Source: an optimization exercise on an open RTL-to-GDS flow (aim: small area and a short achievable clock period). Production flows keep margins and buffers that such runs may drop. RTL that was checked went through simulation tests only; none was proved equivalent to the original. Power and IR drop assume default switching activity.

red:
// multiplier_logic
module multiplier_logic (
    input  wire        clk,
    input  wire        rst_n,
    input  wire [15:0] a,
    input  wire [15:0] b,
    output reg  [31:0] y
);
==> flow/config.mk <==
export PLATFORM = sky130hd
export DESIGN_NAME = multiplier_logic
export DESIGN_NICKNAME = multiplier_logic
export VERILOG_FILES = /design/flow/design.v
export SDC_FILE = /design/flow/constraint.sdc
export NUM_CORES = 4
export LEC_CHECK = 0
export CAP_MARGIN = 20
export CORE_MARGIN = 2
export CORE_UTILIZATION = 40
export CTS_CLUSTER_DIAMETER = 60
export CTS_CLUSTER_SIZE = 50
export SETUP_SLACK_MARGIN = 2.6
export SLEW_MARGIN = 20
export SYNTH_HIERARCHICAL = 1
export SYNTH_MINIMUM_KEEP_SIZE = 0
==> flow/constraint.sdc <==
create_clock -name core_clock -period 4.5 [get_ports {clk}]
set_input_delay 0.9000 -clock core_clock [delete_from_list [all_inputs] [get_ports {clk}]]
set_output_delay 0.9000 -clock core_clock [all_outputs]
set_load 0.01 [all_outputs]
standard.sh (not shown) runs the stock make flow with config.mk's settings and CLKGATE_MAP_FILE= SYNTH_SCRIPT=/design/flow/synth_recipe.tcl, a recipe that flattens the netlist after the stock synthesis.
==> flow/flow/run.sh <==
#!/bin/bash
# Layout: the standard flow (standard.sh) with two changes to how it is
# built, none to what is built or measured:
#  - the port buffers that global placement inserts are plain buf_1 cells
#    (repair_timing still resizes any that timing needs);
#  - clock tree synthesis runs with the settings of config.mk
#    (CTS_CLUSTER_SIZE 50, CTS_CLUSTER_DIAMETER 60) but inserts no dummy
#    load cells.
# All tool output goes to standard_flow.log here; ORFS's per-step logs stay
# under orfs/logs/.
set -euo pipefail
export BUFFER_PORTS_ARGS="-buffer_cell sky130_fd_sc_hd__buf_1"
export CTS_ARGS="-sink_clustering_enable -repair_clock_nets -sink_clustering_size 50 -sink_clustering_max_diameter 60 -dont_use_dummy_load"
bash standard.sh > standard_flow.log 2>&1
Both conditions hold for red: the flow ran to the end and the final layout passed the timing, design-rule and antenna checks.
Here is what was changed in the inputs of blue compared with red.
# red
export LEC_CHECK = 0
export CAP_MARGIN = 20
export CORE_MARGIN = 2
export CORE_UTILIZATION = 40
export CTS_CLUSTER_DIAMETER = 60
export CTS_CLUSTER_SIZE = 50
export SETUP_SLACK_MARGIN = 2.6
export SLEW_MARGIN = 20
export SYNTH_HIERARCHICAL = 1
export SYNTH_MINIMUM_KEEP_SIZE = 0
create_clock -name core_clock -period 4.5 [get_ports {clk}]
# blue
export LEC_CHECK = 0
export CAP_MARGIN = 20
export CORE_MARGIN = 2
export CORE_UTILIZATION = 40
export CTS_CLUSTER_DIAMETER = 60
export CTS_CLUSTER_SIZE = 50
export SETUP_SLACK_MARGIN = 2.55
export SLEW_MARGIN = 20
export SYNTH_HIERARCHICAL = 1
export SYNTH_MINIMUM_KEEP_SIZE = 0
create_clock -name core_clock -period 4.5 [get_ports {clk}]
## What came out
Of red and blue, the run reporting the higher logic gate share of total power was red.
Clock period minus worst slack, red and blue: larger value in blue
Hold violation total from the final report: blue vs red identical
In blue the total area of sequential cells turned out 28 µm² lower than in red.
Diff red -> blue | achievable frequency | decrease of about 4.5%
Count of clock-buffer cells in the layout was higher in blue than in red.
Compared with red, in blue worst hold slack across all endpoints saw a decrease; relative contribution of the clock network to total power saw an increase; total wire length lower.
Measured against each other, red and blue differ in period utilization, the higher figure coming from blue.
No functional check of the RTL was part of any run of this note.


== branch quartz ==
Another version of the RTL of multiplier_logic (not shown whole).
For scale: roughly 1000 cells after synthesis, ~270 flip-flops, roughly 66 I/O pins.
Settings: LEC_CHECK=0, CAP_MARGIN=20, CORE_MARGIN=2, CORE_UTILIZATION=40, CTS_CLUSTER_DIAMETER=60, CTS_CLUSTER_SIZE=50, PLACE_DENSITY=0.7, SETUP_SLACK_MARGIN=2.5, SLEW_MARGIN=20, SYNTH_HIERARCHICAL=1, SYNTH_MINIMUM_KEEP_SIZE=0; clock period 4.5 ns.
run.sh (not shown) runs the stock make flow with config.mk's settings and CLKGATE_MAP_FILE= SYNTH_SCRIPT=/design/flow/synth_recipe.tcl, a recipe that flattens the netlist after the stock synthesis.
Stock flow here: none of the scripts above is used.
Modified inputs, branch ember compared to branch quartz
- PLACE_DENSITY removed (was 0.7)
==> flow/flow/run.sh (new file) <==
#!/bin/bash
# Layout: the standard flow (standard.sh) with two changes to how it is
# built, none to what is built or measured:
#  - the port buffers that global placement inserts are plain buf_1 cells
#    (repair_timing still resizes any that timing needs);
#  - clock tree synthesis runs with the settings of config.mk
#    (CTS_CLUSTER_SIZE 50, CTS_CLUSTER_DIAMETER 60) but inserts no dummy
#    load cells.
# All tool output goes to standard_flow.log here; ORFS's per-step logs stay
# under orfs/logs/.
set -euo pipefail
export BUFFER_PORTS_ARGS="-buffer_cell sky130_fd_sc_hd__buf_1"
export CTS_ARGS="-sink_clustering_enable -repair_clock_nets -sink_clustering_size 50 -sink_clustering_max_diameter 60 -dont_use_dummy_load"
bash standard.sh > standard_flow.log 2>&1
==> flow/standard.sh (new file) <==
#!/bin/bash
# synth_recipe.tcl (not shown) runs the flow's synth.tcl, then flattens the netlist and writes it again
# the make line also repeats each setting of config.mk as NAME=value (left out here)
make -C /OpenROAD-flow-scripts/flow DESIGN_CONFIG=/design/flow/config.mk WORK_HOME=/design/flow/orfs CLKGATE_MAP_FILE= SYNTH_SCRIPT=/design/flow/synth_recipe.tcl "${@:-finish}"
removed: flow/run.sh
### Flow results
- branch ember went all the way through the flow, and no timing, DRC or antenna check failed.
- branch ember: area added between synthesis and finish is 2.6 points lower than what branch quartz reported.
- In the metrics for branch ember and branch quartz, the one carrying the lower number of buffers inserted by post-CTS setup repair is branch quartz.
- Relative to branch quartz, the non-clock buffer count of branch ember is higher by 12.
- The placed cell count on branch quartz is in line with that on branch ember.


## P
multiplier_logic, a different RTL version from the one above (not shown whole).
Size: roughly 1000 cells after synthesis.
export LEC_CHECK = 0
export CAP_MARGIN = 20
export CORE_MARGIN = 2
export CORE_UTILIZATION = 40
export CTS_CLUSTER_DIAMETER = 60
export CTS_CLUSTER_SIZE = 40
export SETUP_SLACK_MARGIN = 2.5
export SLEW_MARGIN = 20
export SYNTH_HIERARCHICAL = 1
export SYNTH_MINIMUM_KEEP_SIZE = 0
create_clock -name core_clock -period 4.5 [get_ports {clk}]
Stock flow here: none of the scripts above is used.
What Q does differently from P at the input level:
- a deleted CTS_CLUSTER_DIAMETER that had been 60
- a deleted CTS_CLUSTER_SIZE that had been 40
==> flow/flow/run.sh (new file) <==
#!/bin/bash
# Layout: the standard flow (standard.sh), with the port buffers that
# global placement inserts made from plain buf_1 cells instead of the tool's
# default pick; repair_timing still resizes them where timing needs it.
set -euo pipefail
export BUFFER_PORTS_ARGS="-buffer_cell sky130_fd_sc_hd__buf_1"
bash standard.sh > standard_flow.log 2>&1
==> flow/standard.sh (new file) <==
#!/bin/bash
# synth_recipe.tcl (not shown) runs the flow's synth.tcl, then flattens the netlist and writes it again
# the make line also repeats each setting of config.mk as NAME=value (left out here)
make -C /OpenROAD-flow-scripts/flow DESIGN_CONFIG=/design/flow/config.mk WORK_HOME=/design/flow/orfs CLKGATE_MAP_FILE= SYNTH_SCRIPT=/design/flow/synth_recipe.tcl "${@:-finish}"
removed: flow/run.sh
--- outcome ---
- On number of placed instances, taps included, Q and P are neck and neck.
- Fmax (lower): Q
- On worst hold slack, Q and P are basically level.
- Internal power contribution: Q vs P up 0.48 mW
- Layout overhead on the synthesized area up 0.55 points in Q wrt P
- In Q, the relative area of clock buffers and inverters in the final design came out 1.3 points above the value in P.
What R does differently from Q at the input level:
- SETUP_SLACK_MARGIN now 2.65, was 2.5
==> flow/run.sh (new file) <==
#!/bin/bash
# synth_recipe.tcl (not shown) runs the flow's synth.tcl, then flattens the netlist and writes it again
# the make line also repeats each setting of config.mk as NAME=value (left out here)
make -C /OpenROAD-flow-scripts/flow DESIGN_CONFIG=/design/flow/config.mk WORK_HOME=/design/flow/orfs CLKGATE_MAP_FILE= SYNTH_SCRIPT=/design/flow/synth_recipe.tcl finish
removed: flow/flow/run.sh
removed: flow/standard.sh
==> comparison <==
Of the two values seen for heaviest power group, sequential cells was produced by Q and combinational cells by R.
Q → R: post-detailed-routing wire length climbed about 12%, power climbed 5.7%, number of nets in the layout climbed 7.5%, total instance count after detailed placement barely changed.
Setup changes, R to S
- setting PLACE_DENSITY to 0.7 for the first time
- changing SETUP_SLACK_MARGIN from 2.65 to 2.5
- changing CORE_UTILIZATION from 40 to 60
- setting CTS_BUF_LIST to sky130_fd_sc_hd__clkbuf_4 sky130_fd_sc_hd__clkbuf_8 for the first time
--- outcome ---
- S went all the way through synthesis, placement and routing and the layout is clean on timing, DRC and antenna.
- The flow did not stop early for R: all stages ran, and the layout cleared the timing, design-rule and antenna checks.
- Diff S and R: required time of the worst setup path lower in S
- From R to S the numbers moved as follows: signed area change from the synthesized netlist to the final layout lower; area of the die lower; clock network power consumption lower; clock power share lower; die outline height lower.
- Cell count (R / S): 1.14
- Combinational power: S vs R down about 15%
- Relative to R, power decreased by 0.87 mW in S.
## Diff of input files: T against S
- CORE_UTILIZATION changed from 60 to 40
- CTS_BUF_LIST removed (was sky130_fd_sc_hd__clkbuf_4 sky130_fd_sc_hd__clkbuf_8)
- PLACE_DENSITY removed (was 0.7)
--- outcome ---
- Re sum of met2 wire segment lengths after detailed routing: S was higher than T.
- Compared to S, T has met3 routed wirelength about 20% lower.
- Re non-clock buffer count: T is about 8% down on S.
- What T reported for maximum ir drop on the vdd rail has to be multiplied by 0.904 to get the figure for S.


Starting RTL as in the previous note.
export LEC_CHECK = 0
export CAP_MARGIN = 20
export CORE_MARGIN = 2
export CORE_UTILIZATION = 40
export SETUP_SLACK_MARGIN = 2.45
export SLEW_MARGIN = 20
export SYNTH_HIERARCHICAL = 1
export SYNTH_MINIMUM_KEEP_SIZE = 0
create_clock -name core_clock -period 4.5 [get_ports {clk}]
Stock flow here: none of the scripts above is used.
Change:
Settings changed: SETUP_SLACK_MARGIN 2.45 to 2.3.
Effect:
- count of clock-buffer cells in the layout decreases by 3
- design area fell by 2.7%
- non-clock buffer count goes down by 22
- worst setup slack is worse by 0.13 ns
- utilization went down by 1.3 points
- sequential power barely changes
- combinational power falls by 8.4%
- critical path depth does not change
- via count is lower by 1.9%
Change:
Settings changed: SETUP_SLACK_MARGIN 2.3 to 2.55.
After rerunning: Maximum frequency went up by a little under a tenth. Worst hold slack barely changes. Flip-flop and latch count stays the same. Clock skew went up by 0.0075 ns.
Change:
Settings changed: CORE_UTILIZATION 40 to 55, PLACE_DENSITY from default to 0.75, SETUP_SLACK_MARGIN 2.55 to 2.5.
What happened:
- power fell by a few percent
- register-to-register slack stays flat
- critical path depth rose by 3
- global-route usage rose by 4.2 points
- setup slack gains 0.0054 ns
- die area fell by a quarter to a third
- clock skew fell by 0.0064 ns
- synthesized area does not change

==> afterwards: timing with drivers on the ports <==
Ports are ideal in the flow. The routed layouts listed here were re-timed in OpenROAD.
Step 1: set_driving_cell puts a clkbuf_16 on clk and a buf_2 on each other input, an assumption about the parent block.
Step 2, shift: input delay + t, output delay - t, t = (earliest + latest rising clock arrival at the registers) / 2. This alone moves slack from input paths to output paths.
Slacks: ideal ports / drivers / drivers and shift; pairs: ideal ports / drivers.
| run | t, ns | slack for setup (ns) | latest minus earliest clock arrival (ns) |
|---|---|---|---|
| red | 0.546 | 2.508 / 2.508 / 2.479 | 0.050 / 0.050 |
| blue | 0.552 | 2.415 / 2.415 / 2.415 | 0.045 / 0.044 |
| branch quartz | 0.560 | 2.466 / 2.466 / 2.064 | 0.035 / 0.034 |
| branch ember | 0.553 | 2.541 / 2.541 / 2.262 | 0.062 / 0.063 |
| P | 0.566 | 2.503 / 2.497 / 2.110 | 0.017 / 0.017 |
| Q | 0.581 | 2.448 / 2.448 / 2.374 | 0.015 / 0.015 |
| R | 0.585 | 2.519 / 2.519 / 2.188 | 0.014 / 0.013 |
| S | 0.589 | 2.485 / 2.485 / 2.161 | 0.022 / 0.021 |
| T | 0.589 | 2.477 / 2.477 / 2.094 | 0.032 / 0.032 |
| the first run of note 4 | 0.571 | 2.488 / 2.457 / 1.992 | 0.019 / 0.020 |
| the second run of note 4 | 0.574 | 2.360 / 2.360 / 2.017 | 0.012 / 0.012 |
| the third run of note 4 | 0.577 | 2.504 / 2.504 / 2.159 | 0.019 / 0.019 |
| the fourth run of note 4 | 0.573 | 2.509 / 2.493 / 2.150 | 0.013 / 0.013 |
After both steps setup and hold are still met in every run listed. The setup slack of the first run of note 4, which loses most, moves by -0.031 ns with the drivers and by -0.496 ns with both steps.
